Context: an optimization exercise on an open-source flow, tuned for small area. The choices shown serve that exercise and are no tape-out recipe.
Function was checked by simulation only, so behaviour that the tests miss may differ from the original.
Power is estimated from default activity; no workload was simulated.

Setup of job 101:
// data_checker
module data_checker # (FREQ_HZ = 1000)
(
    input   clk, resetn,
    input   channel,
    input[31:0]     axis_pattern_tdata,
    input           axis_pattern_tvalid,
    output          axis_pattern_tready,
    input[511:0]    axis_eth_tdata,
    input           axis_eth_tvalid,
    input           axis_eth_tlast,
    input           axis_eth_tuser,
    output          axis_eth_tready,
    input[15:0]     PACKET_SIZE,
    input[31:0]     FRAME_SIZE,
    input[63:0]     RFD_ADDR, RFD_SIZE,
    input[63:0]     RMD_ADDR, RMD_SIZE,
    input[63:0]     RFC_ADDR,
    input[31:0]     PACKETS_PER_GROUP,
    output eth_active,
    output reg[63:0] total_packets_rcvd,
    output reg[63:0] malformed_packets,
    output reg[31:0] expected_fc,
    output reg[31:0] expected_frame_pattern,
    output    [63:0] expected_rdmx_addr,
    output    [15:0] expected_rdmx_seq,
    output    [17:0] error,
    output    [511:0] error_data,
    output all_good
);
function integer bits_for;
  ...
For scale: about 5500 cells after synthesis, roughly 1800 I/O pins.
export LEC_CHECK = 0
export CAP_MARGIN = 20
export CELL_PAD_IN_SITES_DETAIL_PLACEMENT = 1
export CELL_PAD_IN_SITES_GLOBAL_PLACEMENT = 2
export CORE_AREA = 5 5 645 645
export DIE_AREA = 0 0 650 650
export PLACE_DENSITY = 0.4
export SLEW_MARGIN = 20
export SYNTH_HIERARCHICAL = 1
create_clock -name core_clock -period 10.0 [get_ports {clk}]
standard.sh (not shown) runs the stock make flow with config.mk's settings and CLKGATE_MAP_FILE= SYNTH_SCRIPT=/design/flow/synth_recipe.tcl, a recipe that flattens the netlist after the stock synthesis.
==> flow/flow/run.sh <==
#!/bin/bash
# Standard ORFS layout, with minimum-size port buffers and no CTS dummy loads.
set -euo pipefail
export BUFFER_PORTS_ARGS="-buffer_cell sky130_fd_sc_hd__buf_1"
export CTS_ARGS="-sink_clustering_enable -repair_clock_nets -dont_use_dummy_load -buf_list sky130_fd_sc_hd__clkbuf_8 -root_buf sky130_fd_sc_hd__clkbuf_8 -sink_clustering_size 12 -sink_clustering_max_diameter 80"
bash standard.sh > standard_flow.log 2>&1
Job 101 | status: complete | timing, DRC, antenna: pass
The following lists how job 102 was set up differently from job 101:
==> flow/flow/run.sh <==
#!/bin/bash
# Standard ORFS layout, with minimum-size port buffers and no CTS dummy loads.
set -euo pipefail
export BUFFER_PORTS_ARGS="-buffer_cell sky130_fd_sc_hd__buf_1"
export CTS_ARGS="-sink_clustering_enable -repair_clock_nets -dont_use_dummy_load -buf_list sky130_fd_sc_hd__clkbuf_4 -root_buf sky130_fd_sc_hd__clkbuf_16 -sink_clustering_size 8 -sink_clustering_max_diameter 40"
bash standard.sh > standard_flow.log 2>&1
Notes after the runs:
- Job 102 went all the way through synthesis, placement and routing and the layout is clean on timing, DRC and antenna.
- Clock buffer count in job 102 vs job 101: up 178
- Relative to job 101, job 102 degrades design area.
- First-pass GRT wire length of job 102 is on par with job 101.
- Post-layout instance count excluding filler cells, job 101 and job 102: smaller value in job 101
- Minimum clock period delta (job 102 − job 101): favourable
- On met2 demand-to-capacity share in global routing, the lower figure sits with job 102, not job 101.
- Sort job 101 and job 102 by growth of design area from synthesis to finish, descending, and job 102 comes first.
- Compared with job 101, job 102 is the more power-hungry design.
- Any difference in total routed wirelength between job 102 and job 101 is small enough to ignore.
- Relative to job 101, met1 usage in global routing decreased by 0.31 points in job 102.
Changes in job 103 relative to job 102:
# job 102
export LEC_CHECK = 0
export CAP_MARGIN = 20
export CELL_PAD_IN_SITES_DETAIL_PLACEMENT = 1
export CELL_PAD_IN_SITES_GLOBAL_PLACEMENT = 2
export CORE_AREA = 5 5 645 645
export DIE_AREA = 0 0 650 650
export PLACE_DENSITY = 0.4
export SLEW_MARGIN = 20
export SYNTH_HIERARCHICAL = 1
create_clock -name core_clock -period 10.0 [get_ports {clk}]
# job 103
export LEC_CHECK = 0
export CAP_MARGIN = 10
export CELL_PAD_IN_SITES_DETAIL_PLACEMENT = 1
export CELL_PAD_IN_SITES_GLOBAL_PLACEMENT = 2
export CORE_AREA = 5 5 645 645
export DIE_AREA = 0 0 650 650
export PLACE_DENSITY = 0.4
export SLEW_MARGIN = 10
export SYNTH_HIERARCHICAL = 1
create_clock -name core_clock -period 10.0 [get_ports {clk}]
==> flow/flow/run.sh <==
#!/bin/bash
# Standard ORFS layout, with minimum-size port buffers and no CTS dummy loads.
set -euo pipefail
export BUFFER_PORTS_ARGS="-buffer_cell sky130_fd_sc_hd__buf_1"
export CTS_ARGS="-sink_clustering_enable -repair_clock_nets -dont_use_dummy_load -buf_list sky130_fd_sc_hd__clkbuf_8 -root_buf sky130_fd_sc_hd__clkbuf_8 -sink_clustering_size 12 -sink_clustering_max_diameter 80"
bash standard.sh > standard_flow.log 2>&1
- Job 103: no failed stages, no open violations at the end
- Job 103 against job 102: number of inserted filler cells in the final layout neither gained nor lost much; total routing usage reported by global routing neither gained nor lost much; reported clock group power lost about 20%.
- Comparing job 102 against job 103, there is no change at all in area after synthesis.
- Clock-buffer cell count delta for job 103 relative to job 102: 180 lower

## afterwards: timing with drivers on the ports
The results above use ideal ports. As a check the final layouts listed here were re-extracted and re-timed, cells and wires unchanged. Step 1: set_driving_cell puts a clkbuf_16 on clk and a buf_2 on each other input, an assumption about the parent block. Step 2 times the ports against the registers' clock, not the clock port: input delays grow and output delays shrink by t, the midpoint of the rising clock arrivals with the driver on. a / b / c = ideal ports / drivers / drivers and shift; a / b = the first two.
run	t, ns	setup slack, ns	slew at the worst register clock pin (ns)	pins driven straight from the clock port
job 101	1.059	2.003 / 2.054 / 0.995	0.10 / 0.10	1
job 102	1.184	2.110 / 2.161 / 0.977	0.10 / 0.10	1
job 103	1.075	2.023 / 2.073 / 0.997	0.10 / 0.10	1
After both steps every run listed still meets setup and hold. For job 102, which loses most, drivers alone change the setup slack by +0.051 ns; drivers and shift together by -1.133 ns.
